This is an optimization exercise on Yosys and OpenROAD, whose aim is small area and a short achievable clock period, not a production implementation.
Only simulation tests tie the RTL to the original design; equivalence was not proved.
Power is estimated from default activity; no workload was simulated.

==> flow/design.v <==
module ysyx_23060286_shifter (
  input  [31:0] a,
  input  [4:0]  sh,
  input         left,     
  input         arith,    
  output [31:0] y
);
  wire fill = arith & a[31];
  wire [31:0] s0;   
  genvar i;
  generate for (i = 0; i < 32; i = i + 1) begin : rv
    ysyx_23060286_mux2i m (.s(left), .a0(a[i]), .a1(a[31-i]), .y(s0[i]));
  end endgenerate
  wire [31:0] s1, s2, s3, s4, s5;
  generate for (i = 0; i < 32; i = i + 1) begin : st
    ysyx_23060286_mux2i m0 (.s(sh[0]), .a0(s0[i]), .a1((i + 1  < 32) ? s0[(i + 1)  % 32] : ~fill), .y(s1[i]));
    ysyx_23060286_mux2i m1 (.s(sh[1]), .a0(s1[i]), .a1((i + 2  < 32) ? s1[(i + 2)  % 32] :  fill), .y(s2[i]));
    ysyx_23060286_mux2i m2 (.s(sh[2]), .a0(s2[i]), .a1((i + 4  < 32) ? s2[(i + 4)  % 32] : ~fill), .y(s3[i]));
    ysyx_23060286_mux2i m3 (.s(sh[3]), .a0(s3[i]), .a1((i + 8  < 32) ? s3[(i + 8)  % 32] :  fill), .y(s4[i]));
    ysyx_23060286_mux2i m4 (.s(sh[4]), .a0(s4[i]), .a1((i + 16 < 32) ? s4[(i + 16) % 32] : ~fill), .y(s5[i]));
  end endgenerate
  assign y = s5;
endmodule
module ysyx_23060286_mux2i (input s, a0, a1, output y);
  assign y = ~(s ? a1 : a0);
endmodule
module ysyx_23060286_Alumux_unused;
endmodule
module ysyx_23060286_Dnpc_unused;
endmodule
module ysyx_23060286_Idu_unused;
endmodule
module ysyx_23060286_Imm_unused;
endmodule
module ysyx_23060286_Pc_unused;
endmodule
module ysyx_23060286_cmp (
  input  [31:0] a,
  input  [31:0] b,
  output ltu,      
  output lts,      
  output eq        
);
  wire [31:0] g0 = ~a & b;
  wire [31:0] e0 = ~(a ^ b);
  wire [31:0] gp = {1'b0, g0[30:0]};
  wire [31:0] ep = {1'b1, e0[30:0]};
  wire [15:0] g1, e1;
  wire [7:0]  g2, e2;
  wire [3:0]  g3, e3;
  wire [1:0]  g4, e4;
  genvar i;
  generate
    for (i = 0; i < 16; i = i + 1) begin : l1
      assign g1[i] = gp[2*i+1] | (ep[2*i+1] & gp[2*i]);
      assign e1[i] = ep[2*i+1] & ep[2*i];
    end
    for (i = 0; i < 8; i = i + 1) begin : l2
      assign g2[i] = g1[2*i+1] | (e1[2*i+1] & g1[2*i]);
      assign e2[i] = e1[2*i+1] & e1[2*i];
    end
    for (i = 0; i < 4; i = i + 1) begin : l3
      assign g3[i] = g2[2*i+1] | (e2[2*i+1] & g2[2*i]);
      assign e3[i] = e2[2*i+1] & e2[2*i];
    end
    for (i = 0; i < 2; i = i + 1) begin : l4
      assign g4[i] = g3[2*i+1] | (e3[2*i+1] & g3[2*i]);
      assign e4[i] = e3[2*i+1] & e3[2*i];
    end
  endgenerate
  wire glo = g4[1] | (e4[1] & g4[0]);    
  wire elo = e4[1] & e4[0];              
  assign ltu = g0[31] | (e0[31] & glo);
  assign lts = (a[31] & ~b[31]) | (e0[31] & glo);
  assign eq  = e0[31] & elo;
endmodule
module ysyx_23060286_rdport (
  input  [31:1] sel,
  input  [32*31-1:0] d,       
  output [31:0] q
);
  genvar b, j;
  generate for (b = 0; b < 32; b = b + 1) begin : bt
    wire [9:0] t;
    for (j = 0; j < 10; j = j + 1) begin : grp
      ysyx_23060286_aoi222 u (.a1(sel[3*j+1]), .a2(d[(3*j)*32+b]),
                              .b1(sel[3*j+2]), .b2(d[(3*j+1)*32+b]),
                              .c1(sel[3*j+3]), .c2(d[(3*j+2)*32+b]), .y(t[j]));
    end
    wire t31;
    ysyx_23060286_nand2 u31 (.a(sel[31]), .b(d[30*32+b]), .y(t31));
    wire [2:0] o;
    ysyx_23060286_nand4 n0 (.a(t[0]), .b(t[1]), .c(t[2]), .d(t[3]), .y(o[0]));
    ysyx_23060286_nand4 n1 (.a(t[4]), .b(t[5]), .c(t[6]), .d(t[7]), .y(o[1]));
    ysyx_23060286_nand3 n2 (.a(t[8]), .b(t[9]), .c(t31), .y(o[2]));
    ysyx_23060286_or3 r (.a(o[0]), .b(o[1]), .c(o[2]), .y(q[b]));
  end endgenerate
endmodule
module ysyx_23060286_aoi222 (input a1, a2, b1, b2, c1, c2, output y);
  assign y = ~((a1 & a2) | (b1 & b2) | (c1 & c2));
endmodule
module ysyx_23060286_nand2 (input a, b, output y);
  assign y = ~(a & b);
endmodule
module ysyx_23060286_nand3 (input a, b, c, output y);
  assign y = ~(a & b & c);
endmodule
module ysyx_23060286_nand4 (input a, b, c, d, output y);
  assign y = ~(a & b & c & d);
endmodule
module ysyx_23060286_or3 (input a, b, c, output y);
  assign y = a | b | c;
endmodule
module ysyx_23060286_Resultmux_unused;
endmodule
module ysyx_23060286_Snpc_unused;
endmodule
module ysyx_23060286_Srcamux_unused;
endmodule
module ysyx_23060286_top (
  input clk,
  input rst,
  input [31:0] inst_wire,
  input [31:0] readdata_wire,
  output [31:0] npc_wire,pc_wire,snpc_wire,rs1data_wire,rs2data_wire,immext_wire,srcb_wire,aluresult_wire,dnpc_wire,result_wire,srca_wire,
  output pcsrc,alusrc,regwrite,zero,jalr,auipc,
  output [1:0] resultsrc,immsrc,
  output [3:0] memwrite,
  output [3:0] alucontrol
);
  wire [6:0] op = inst_wire[6:0];
  wire [2:0] f3 = inst_wire[14:12];
  wire f7 = inst_wire[30];
  wire is_load  = op == 7'd3;
  wire is_store = op == 7'd35;
  wire is_r     = op == 7'd51;
  wire is_br    = op == 7'd99;
  wire is_i     = op == 7'd19;
  wire is_jal   = op == 7'd111;
  wire is_jalr  = op == 7'd103;
  wire is_u     = (op == 7'd23) | (op == 7'd55);    
  wire is_other = ~(is_load | is_store | is_r | is_br | is_i | is_jal | is_jalr | is_u);
  wire jump     = is_jal | is_jalr | is_other;
  wire is_ri    = is_r | is_i;                       
  wire aluop0   = ~(is_ri | is_br | is_u);           
  assign regwrite  = ~(is_store | is_br);
  assign immsrc    = {is_br | is_jal, is_store | is_jal};
  assign alusrc    = ~(is_r | is_br);
  assign resultsrc = {jump, is_load | is_store | is_br};
  assign auipc     = is_u | is_other;
  assign jalr      = is_jalr | is_other;
  wire sub_ri  = is_ri & (f3 == 3'b000) & op[5] & f7;
  wire op_add  = aluop0 | (is_ri & (f3 == 3'b000) & ~(op[5] & f7)) | (is_u & ~op[5]);
  wire op_sub  = is_br | sub_ri;
  wire op_and  = is_ri & (f3 == 3'b111);
  wire op_or   = is_ri & (f3 == 3'b110);
  wire op_slt  = is_ri & (f3[2:1] == 2'b01);
  wire op_sll  = is_ri & (f3 == 3'b001);
  wire op_xor  = is_ri & (f3 == 3'b100);
  wire op_sra  = is_ri & (f3 == 3'b101) & f7;
  wire op_srl  = is_ri & (f3 == 3'b101) & ~f7;
  wire op_pass = is_u & op[5];
  assign alucontrol = {op_xor | op_pass, op_sra | op_slt | op_srl | op_sll,
                       op_and | op_or | op_srl | op_sll,
                       op_sub | op_or | op_slt | op_sll | op_pass};
  wire [2:0] mwhi = ~aluop0 ? 3'b000 :
                    (f3 == 3'b100) ? 3'b001 :
                    (f3 == 3'b001) ? 3'b010 :
                    (f3 == 3'b101 || f3 == 3'b000) ? 3'b011 : 3'b000;
  assign memwrite = {mwhi, is_store};
  wire [31:0] i = inst_wire;
  wire [31:0] imm_i = {{20{i[31]}}, i[31:20]};
  wire [31:0] imm_s = {{20{i[31]}}, i[31:25], i[11:7]};
  wire [31:0] imm_b = {{19{i[31]}}, i[31], i[7], i[30:25], i[11:8], 1'b0};
  wire [31:0] imm_j = {{12{i[31]}}, i[19:12], i[20], i[30:21], 1'b0};
  wire [31:0] imm_u = {i[31:12], 12'b0};
  assign immext_wire = auipc ? imm_u : is_store ? imm_s : is_br ? imm_b : is_jal ? imm_j : imm_i;
  reg [31:0] rf [1:31];
  reg [31:0] pc;
  wire [4:0] ra1 = inst_wire[19:15];
  wire [4:0] ra2 = inst_wire[24:20];
  wire [4:0] wa  = inst_wire[11:7];
  wire [31:1] sel1, sel2;
  genvar g;
  generate for (g = 1; g < 32; g = g + 1) begin : dec
    assign sel1[g] = ra1 == g;
    assign sel2[g] = ra2 == g;
  end endgenerate
  wire [32*31-1:0] rfflat;
  generate for (g = 1; g < 32; g = g + 1) begin : fl
    assign rfflat[(g-1)*32 +: 32] = rf[g];
  end endgenerate
  wire [31:0] rd1, rd2;
  ysyx_23060286_rdport RP1 (.sel(sel1), .d(rfflat), .q(rd1));
  ysyx_23060286_rdport RP2 (.sel(sel2), .d(rfflat), .q(rd2));
  assign rs1data_wire = rd1;
  assign rs2data_wire = rd2;
  integer k;
  always @(posedge clk) begin
    for (k = 1; k < 32; k = k + 1)
      if (regwrite && wa == k) rf[k] <= result_wire;
  end
  always @(posedge clk) begin
    if (rst) pc <= 32'h80000000;
    else pc <= npc_wire;
  end
  assign pc_wire = pc;
  wire [31:0] a = auipc ? pc : rd1;
  wire [31:0] b = alusrc ? immext_wire : rd2;
  assign srca_wire = a;
  assign srcb_wire = b;
  wire [31:0] sum = a + (b ^ {32{op_sub}}) + {31'd0, op_sub};
  wire ltu, lts, eq;
  ysyx_23060286_cmp CMP (.a(a), .b(b), .ltu(ltu), .lts(lts), .eq(eq));
  wire [4:0] sh = b[4:0];
  wire [31:0] shout;
  ysyx_23060286_shifter SHF (.a(rd1), .sh(sh), .left(op_sll), .arith(op_sra), .y(shout));
  wire [31:0] shout_rev;
  generate for (g = 0; g < 32; g = g + 1) begin : rv2
    assign shout_rev[g] = shout[31 - g];
  end endgenerate
  assign aluresult_wire =
      ({32{op_add | op_sub}} & sum) |
      ({32{op_and}} & (rd1 & b)) |
      ({32{op_or}}  & (rd1 | b)) |
      ({32{op_xor}} & (rd1 ^ b)) |
      ({32{op_slt}} & {31'd0, lts}) |
      ({32{op_srl | op_sra}} & shout) |
      ({32{op_sll}} & shout_rev) |
      ({32{op_pass}} & b);
  wire z_add  = (a ^ b) == {(a[30:0] | b[30:0]), 1'b0};
  wire z_sub  = eq;
  wire z_pass = b == 32'd0;
  wire z_sll  = (rd1 & (32'hffffffff >> sh)) == 32'd0;
  wire alu_z  = op_add ? z_add : op_sub ? z_sub : op_pass ? z_pass : op_sll & z_sll;
  reg zr;
  always @(*) begin
    case (f3)
      3'b000: zr = alu_z;
      3'b001: zr = ~alu_z;
      3'b100: zr = lts;
      3'b101: zr = ~lts;
      3'b110: zr = ltu;
      3'b111: zr = ~ltu;
      default: zr = 1'b0;
    endcase
  end
  assign zero = zr;
  reg brc;
  always @(*) begin
    case (f3)
      3'b000: brc = eq;
      3'b001: brc = ~eq;
      3'b100: brc = lts;
      3'b101: brc = ~lts;
      3'b110: brc = ltu;
      3'b111: brc = ~ltu;
      default: brc = 1'b0;
    endcase
  end
  assign pcsrc = (brc & is_br) | jump;
  assign dnpc_wire = (jalr ? rd1 : pc) + immext_wire;
  assign snpc_wire = pc + 32'd4;
  assign npc_wire = pcsrc ? dnpc_wire : snpc_wire;
  assign result_wire = jump ? snpc_wire : (resultsrc[0] ? readdata_wire : aluresult_wire);
endmodule
==> flow/flow/run.sh <==
#!/bin/bash
# Standard ORFS layout (the standard.sh), with the port buffers made from
# sky130_fd_sc_hd__buf_2 instead of the flow's default pick (a delay buffer).
set -euo pipefail
export BUFFER_PORTS_ARGS="-buffer_cell sky130_fd_sc_hd__buf_2"
bash standard.sh BUFFER_PORTS_ARGS="$BUFFER_PORTS_ARGS" finish > standard_flow.log 2>&1
==> flow/standard.sh <==
#!/bin/bash
# synth_recipe.tcl (not shown) runs the flow's synth.tcl, then flattens the netlist and writes it again
# the make line also repeats each setting of config.mk as NAME=value (left out here)
make -C /OpenROAD-flow-scripts/flow DESIGN_CONFIG=/design/flow/config.mk WORK_HOME=/design/flow/orfs CLKGATE_MAP_FILE= SYNTH_SCRIPT=/design/flow/synth_recipe.tcl "${@:-finish}"
==> flow/config.mk <==
export PLATFORM = sky130hd
export DESIGN_NAME = ysyx_23060286_top
export DESIGN_NICKNAME = ysyx_23060286_top
export VERILOG_FILES = /design/flow/design.v
export SDC_FILE = /design/flow/constraint.sdc
export NUM_CORES = 4
export LEC_CHECK = 0
export CAP_MARGIN = 20
export CORE_MARGIN = 2
export CORE_UTILIZATION = 35
export CTS_CLUSTER_DIAMETER = 100
export CTS_CLUSTER_SIZE = 20
export SETUP_SLACK_MARGIN = 3.8
export SLEW_MARGIN = 20
export SYNTH_HIERARCHICAL = 1
export SYNTH_MINIMUM_KEEP_SIZE = 0
==> flow/constraint.sdc <==
create_clock -name core_clock -period 14.0 [get_ports {clk}]
set_input_delay 2.8000 -clock core_clock [delete_from_list [all_inputs] [get_ports {clk}]]
set_output_delay 2.8000 -clock core_clock [all_outputs]
set_load 0.01 [all_outputs]
==> flow_summary.json, run 1 <==
{
  "track_usage_pct": 38.07,
  "fmax_mhz": 84.46,
  "finalNetCount": 5562,
  "numPortBuffers": 434,
  "synthTopCellsByArea": "edfxtp_1 (57%), a222oi_1 (13%), ha_1 (4.5%)",
  "hold_slack_ns": 0.7858,
  "hp-class": "reg -> reg",
  "worstMarginPinSlew_ns": 1.274,
  "gp_congestion": 1.063,
  "initialDrtViolationCount": 11440,
  "initial_core_util_pct": 35.16,
  "drc_errors": 0,
  "fin_cells": 7356,
  "syn_area_per_cell_sq_um": 12.99,
  "drive_above_1_share_pct": 37.92,
  "tns_ns": 0,
  "cts_made_buffers": 66,
  "root_buffer": "clkbuf_16",
  "timing.final.hold_violations": 0,
  "clock_latency_ns": 0.72,
  "cp.arrival_ns": 9.04,
  "finClkSkew_ns": 0.03693,
  "slew_viol_final": 0,
  "vias_per_cell": 6.972,
  "vdd_drop_max_v": 0.0001086,
  "p_leak_nw": 26.12,
  "grt_pass1_vias": 47870,
  "fin_ws_ns": 2.160,
  "yosysWarnings": 8,
  "synth_fp_nets": 4307,
  "ys_seq_area_share_pct": 57.86,
  "n_fill_cell": 13200,
  "synth_cell_types": 89,
  "rsz0062_at_grt": "yes",
  "slowest_stage": "a222oi_1",
  "grt_max_degree": 52,
  "critPathMaxFanout": 5,
  "wl_per_cell_microns": 41.17,
  "clock-sinks": 1024,
  "firstDrtPassIters": 13,
  "fp.dieW_microns": 391.6,
  "num_rows": 142,
  "async_reset_ff_share_pct": 0,
  "yosys_register_bits": 1024,
  "synthFlopType": "edfxtp_1",
  "synth_most_common_cell": "edfxtp_1",
  "wirelength_mm": 302.9,
  "syn2layout_area_growth_pct": 36.77,
  "via_count": 51290,
  "worstSetupStartpointType": "input port",
  "p_per_area_mw_per_mm2": 127.2,
  "grt_overflow_total": 0,
  "critPathBufInv": 5,
  "syn_area_sq_mm": 0.05259,
  "htreeDepth": 3,
  "clockBufferDepth": 3,
  "run_status": "timing/DRC/antenna clean",
  "period_minus_slack_ns": 11.84,
  "setup_viol": 0,
  "end_kind": "output port",
  "yosys.area.top_type": "edfxtp_1",
  "synth-edff-count": 992,
  "antenna_found_initial": 27,
  "grt_pass1_wl_mm": 401.2,
  "place_inst": 6649,
  "cp_top_family": "simple AND/OR/NAND/NOR gates",
  "critPathMaxStageDelay_ns": 0.95,
  "io_pins": 436,
  "dieArea_sq_mm": 0.1534,
  "fin_crit_sh_pct": 84.57,
  "core_sq_mm": 0.1496,
  "syn_inst": 4049,
  "hpwl_mm": 200.6,
  "maxCapViolations": 0,
  "slew_headroom_pct": 15.08,
  "clkSlewWorstSetupHoldPaths_ns": 0.09,
  "path_class": "in -> out",
  "pre_cts_slack_ns": 0.9697,
  "finish.utilization_pct": 48.08,
  "yosysTopAreaCellShare_pct": 56.64,
  "fp.dieH_microns": 391.6,
  "ant_nets": 0,
  "crit_top_cell": "mux2i_1",
  "path_cells": "buf_12 > buf_4 > or3_4 > nor2_4 > buf_12 > a222oi_1 > nand4_1 > or3_4 > buf_12 > mux2i_4 > mux2i_1 > mux2i_1 > mux2i_1 > mux2i_2 > mux2i_1 > a222oi_1 > o211ai_1 > a221oi_2 > nand2_1 > a21oi_2 > nor2_4 > buf_6",
  "cts_tree": "done",
  "crit_required_ns": 11.20,
  "synthTopCellsByCount": "edfxtp_1 (992), a222oi_1 (672), nand2_1 (270)"
}
-- worst paths after layout --
| path | to | from | cells past startpoint | slack [ns] |
|---|---|---|---|---|
| min | pc[2]$_SDFF_PP0_ | pc[2]$_SDFF_PP0_ | 3 | 0.79 |
| max | result_wire[30] | inst_wire[18] | 22 | 2.16 |
| min reg2reg | pc[2]$_SDFF_PP0_ | pc[2]$_SDFF_PP0_ | 3 | 0.79 |
| max reg2reg | pc[0]$_SDFF_PP0_ | rf[1][17]$_DFFE_PP_ | 56 | 4.58 |
-- logic make-up after synthesis --
| kind of cell | share of synthesized area [%] |
|---|---|
| adder cells (fa/ha/maj) | 4.634 |
| other | 0.007130 |
| multiplexers | 5.065 |
| XOR/XNOR | 2.524 |
| buffers and inverters | 2.162 |
| AO/OA/AOI/OAI | 18.41 |
| flip-flops | 57.86 |
| AND/OR/NAND/NOR | 9.342 |
-- modules after synthesis (local to each module, per instance), a selection --
module / cells inside / copies in the design / flops+latches
ysyx_23060286_top: 2774 / 1 / 1024
ysyx_23060286_cmp: 121 / 1 / 0
ysyx_23060286_shifter: 2 / 1 / 0
ysyx_23060286_nand2: 1 / 64 / 0
ysyx_23060286_aoi222: 1 / 640 / 0
ysyx_23060286_nand3: 1 / 64 / 0
ysyx_23060286_nand4: 1 / 128 / 0
ysyx_23060286_mux2i: 1 / 192 / 0
ysyx_23060286_or3: 1 / 64 / 0
-- state kept, by name, summed over array words and instances, names as in the netlist --
signal,cells
pc,32
rf,992
-- report_power, final --
part	leakage [nW]	internal, mW	switching, mW
Combinational	15.8	1.30	2.13
Clock	0.936	0.890	1.13
Sequential	9.35	3.62	0.0832
-- layout make-up --
cell class / count / area, sq um / area share [%]
Timing Repair inverter: 2 / 16.27 / 0.02261
Antenna cell: 16 / 40.04 / 0.05566
Inverter: 183 / 797.0 / 1.108
Multi-Input combinational cell: 2754 / 25380 / 35.28
Tap cell: 2016 / 2522 / 3.507
Timing Repair Buffer: 1273 / 10820 / 15.04
Sequential cell: 1024 / 30430 / 42.30
Clock inverter: 16 / 257.7 / 0.3583
Clock buffer: 72 / 1674 / 2.327
-- worst register-to-register path: cells and delay by family (launching register included) --
kind | cells | cell delay [ns]
flops | 1 | 0.42
xor+xnor | 1 | 0.13
buf+inv | 39 | 4.75
simple gates | 7 | 2.21
compound gates | 7 | 1.37
mux | 1 | 0.22
fa+ha+maj | 1 | 0.20
-- metal layers --
layer,vias to the layer above,global-route usage [%],wire length [microns]
met4,20,29.05,29680
met5,-,0,137
li1,19960,-,-
met3,1169,13.14,46340
met2,4869,56.06,126100
met1,25270,45.72,100600
-- metrics by stage --
| step | area (sq um) | power [mW] |
|---|---|---|
| floorplan | 53870 | 4.951 |
| global route | 71910 | 9.332 |
| CTS | 70600 | 8.862 |
| global placement | 60290 | 6.235 |
| detailed placement | 60310 | 6.242 |
| finish | 71930 | 9.151 |
-- repair_timing --
action	in CTS	in global routing
setup endpoints to repair	126	122
pin swaps	412	127
resized for setup	773	134
hold buffers	0	0
cloned	35	1
buffers inserted	490	75
-- placed cells by master, fill, tap and decap left out, types with 41 or more instances in the layout --
cell and n:
buf_12 90, inv_1 150, or3_4 66, buf_2 369, nor2_1 93, xnor2_1 91
edfxtp_1 992, buf_6 134, a21o_1 41, nand3_1 117, ha_1 158, buf_4 642
nor2_4 102, a222oi_1 672, a21oi_1 73, nand2_1 223, clkbuf_16 67, nand4_1 142
mux2i_1 173
==> run 2: changes to the inputs <==
--- a/flow/config.mk
+++ b/flow/config.mk
@@ -10,7 +10,7 @@
 export CORE_UTILIZATION = 35
 export CTS_CLUSTER_DIAMETER = 100
 export CTS_CLUSTER_SIZE = 20
-export SETUP_SLACK_MARGIN = 3.8
+export SETUP_SLACK_MARGIN = 2.8
 export SLEW_MARGIN = 20
 export SYNTH_HIERARCHICAL = 1
 export SYNTH_MINIMUM_KEEP_SIZE = 0
==> flow_summary.json, run 2 <==
{
  "r2r-start": "rf[10][16]$_DFFE_PP_",
  "reg_top3": "rf (992), pc (32)",
  "timing.final.hold_violations": 0,
  "total_power_mw": 8.337,
  "syn2layout_area_growth_pct": 24.14,
  "grt_max_degree": 40,
  "syn_area_sq_mm": 0.05259,
  "vdd_drop_max_v": 0.0001085,
  "io_pins": 436,
  "hold_end": "pc[1]$_SDFF_PP0_",
  "synthFlopType": "edfxtp_1",
  "worstSetupStartpointType": "input port",
  "top_register": "rf",
  "via_count": 48380,
  "finClkSkew_ns": 0.04816,
  "initialDrtViolationCount": 10870,
  "finalNetCount": 5173,
  "path_class": "in -> out",
  "ant_nets": 0,
  "cp_top_family": "compound AO/OA/AOI/OAI gates",
  "track_usage_pct": 34.87,
  "synth_fp_nets": 4307,
  "vias_per_cell": 6.946,
  "setup_viol": 0,
  "run_status": "timing/DRC/antenna clean",
  "largest_reg_flops": 992,
  "p_leak_nw": 23.24,
  "synthTopCellsByCount": "edfxtp_1 (992), a222oi_1 (672), nand2_1 (270)",
  "clkSlewWorstSetupHoldPaths_ns": 0.10,
  "crit_top_cell": "mux2i_1",
  "syn_inst": 4049,
  "worstHoldStart": "pc[1]$_SDFF_PP0_",
  "rsz0062_at_grt": "yes",
  "initial_core_util_pct": 35.16,
  "cts_tree": "done",
  "wl_per_cell_microns": 40.28,
  "tns_ns": 0,
  "wirelength_mm": 280.6,
  "grt_overflow_total": 0,
  "cts_made_buffers": 61,
  "fin_crit_sh_pct": 81.32,
  "cp.depth": 20,
  "critPathBufInv": 5,
  "path_cells": "buf_12 > nand2b_4 > buf_6 > nor3_4 > buf_12 > a222oi_1 > nand4_1 > or3_4 > buf_4 > mux2i_1 > mux2i_1 > mux2i_1 > mux2i_1 > mux2i_1 > mux2i_1 > a222oi_1 > o211ai_1 > nor2_1 > o21ai_4 > buf_2",
  "period_minus_slack_ns": 11.38,
  "fmax_mhz": 87.84,
  "gp_congestion": 1.066,
  "yosysWarnings": 8,
  "yosys.area.top_type": "edfxtp_1",
  "reg2regPathDepth": 18,
  "critPathMaxStageDelay_ns": 0.78,
  "slew_viol_final": 0,
  "synthTopCellsByArea": "edfxtp_1 (57%), a222oi_1 (13%), ha_1 (4.5%)",
  "synth-edff-count": 992,
  "cp.arrival_ns": 8.58,
  "worstMarginPinSlew_ns": 1.113,
  "grt_pass1_wl_mm": 370.3,
  "core_sq_mm": 0.1496,
  "hp-class": "reg -> reg",
  "firstDrtPassIters": 15,
  "mostFrequentLayoutCells": "edfxtp_1 (992), a222oi_1 (672), buf_2 (424)",
  "reg2reg_to": "rf[18][19]$_DFFE_PP_",
  "synth_cell_types": 89,
  "drc_errors": 0,
  "synth_most_common_cell": "edfxtp_1",
  "p_per_area_mw_per_mm2": 127.7,
  "slew_headroom_pct": 24.76,
  "critPathMaxFanout": 17,
  "slowest_stage": "a222oi_1",
  "maxCapViolations": 0,
  "hpwl_mm": 197.8,
  "root_buffer": "clkbuf_16",
  "num_rows": 142,
  "mostFrequentLayoutCell": "edfxtp_1",
  "clock_latency_ns": 0.75,
  "ys_seq_area_share_pct": 57.86,
  "crit_required_ns": 11.20,
  "htreeDepth": 2,
  "numPortBuffers": 434,
  "clock-sinks": 1024,
  "async_reset_ff_share_pct": 0,
  "rrSetupSlack_ns": 8.03,
  "yosysTopAreaCellShare_pct": 56.64,
  "syn_area_per_cell_sq_um": 12.99,
  "drive_above_1_share_pct": 28.47,
  "antenna_found_initial": 24,
  "end_kind": "output port",
  "ctsHoldBuffers": 0,
  "fp.dieW_microns": 391.6,
  "min_path_cells": 4,
  "yosys_register_bits": 1024,
  "grt_pass1_vias": 44160,
  "fp.dieH_microns": 391.6,
  "dieArea_sq_mm": 0.1534,
  "clockBufferDepth": 3
}
[run 2: cell counts after synthesis]
Identical to the previous run, type by type.
[run 2: stage by stage]
step	area, sq um	std cells	hold WS (ns)	utilization (%)	setup WS [ns]
5_1_grt	65260	6951	0.8201	43.62	2.693
2_1_floorplan	52960	4049	0.6934	-	2.772
4_1_cts	63690	6867	0.7893	42.58	2.747
3_3_place_gp	59900	6649	0.7617	40.04	0.9346
6_report	65290	6965	0.7982	43.64	2.615
3_5_place_dp	59900	6649	0.7757	40.04	0.8308
[run 2: timing repair]
action,in CTS,in global routing
endpoints found under the setup margin,114,72
pin swaps,117,145
buffers inserted,126,75
resized for setup,232,185
gates cloned,12,6
[run 2: layer usage]
metal,wire length (microns),global-route usage (%),vias up,share of wire [%]
met1,95420,42.48,23900,34
li1,-,-,19130,-
met3,40200,10.67,956,14
met2,120400,53.12,4379,43
met5,116,0,-,0.041
met4,24440,23.46,18,8.7
[run 2: worst max path at each step]
stage,startpoint,end,slack [ns]
2_1_floorplan,inst_wire[20],result_wire[28],2.77
3_3_place_gp,inst_wire[21],result_wire[13],0.93
3_5_place_dp,inst_wire[21],result_wire[13],0.83
4_1_cts,inst_wire[22],result_wire[17],2.75
5_1_grt,inst_wire[18],npc_wire[16],2.69
6_report,inst_wire[17],result_wire[5],2.62
[run 2: power by group]
group / internal [mW] / total [mW] / switching, mW
clock: 0.808 / 1.87 / 1.06
combinational: 0.897 / 2.77 / 1.87
sequential: 3.61 / 3.69 / 0.0794
total: 5.32 / 8.34 / 3.02
[run 2: cells by family after synthesis]
| logic type | synth area share, % |
|---|---|
| AOI/OAI and AO/OA | 18.41 |
| DFF | 57.86 |
| and+or+nand+nor | 9.342 |
| buffers and inverters | 2.162 |
| muxes | 5.065 |
| adders and majority gates | 4.634 |
| xor gates and xnor gates | 2.524 |
| other | 0.007130 |
[run 2: per-module statistics from Yosys (local to each module, per instance), a selection]
module / cells inside / area (sq um) / flops+latches
ysyx_23060286_mux2i: 1 / 10.01 / 0
ysyx_23060286_cmp: 121 / 855.8 / 0
ysyx_23060286_nand4: 1 / 6.256 / 0
ysyx_23060286_aoi222: 1 / 10.01 / 0
ysyx_23060286_nand3: 1 / 5.005 / 0
ysyx_23060286_nand2: 1 / 3.754 / 0
[run 2: final cells by class]
| cell class | instances | area, sq um |
|---|---|---|
| clock inverter | 11 | 188.9 |
| tap | 2016 | 2522 |
| fill | 14010 | 84310 |
| clock buffer | 69 | 1556 |
| inverter | 183 | 726.9 |
| timing repair buffer | 897 | 6342 |
| antenna | 17 | 42.54 |
| multi-input combinational | 2745 | 23460 |
| sequential | 1024 | 30430 |
| timing repair inverter | 3 | 22.52 |
[run 2: tightest hold or removal path, stage by stage, from the launching register on]
cell and delay, ns:
dfxtp_1 0.31, buf_4 0.19, nand2_1 0.07, nand2_1 0.06, nor2b_1 0.12

==> what the ideal ports hide <==
How much do the figures lean on ideal ports? The routed layouts below were timed once more, with nothing changed but the port constraints.
Step 1 sets driving cells, clkbuf_16 on the clock port and buf_2 on the other inputs (assumed; they add their load-dependent delay and slew).
Step 2 also shifts input and output timing later by t, the mid clock arrival at the registers, as if the neighbouring blocks saw the same clock.
Three values: no drivers, after step 1, after step 2; two values: the first two.
| run | t (ns) | setup slack, ns | worst hold slack (ns) | slew at the worst register clock pin (ns) | worst slew at a driven data input, ns |
|---|---|---|---|---|---|
| run 1 | 0.782 | 2.160 / 2.026 / 1.522 | 0.786 / 0.786 / 0.786 | 0.09 / 0.09 | 0.34 |
| run 2 | 0.804 | 2.615 / 2.405 / 2.405 | 0.798 / 0.798 / 0.798 | 0.10 / 0.10 | 0.27 |
After both steps every run listed still meets setup and hold. The setup slack of run 1, which loses most, moves by -0.134 ns with the drivers and by -0.638 ns with both steps.
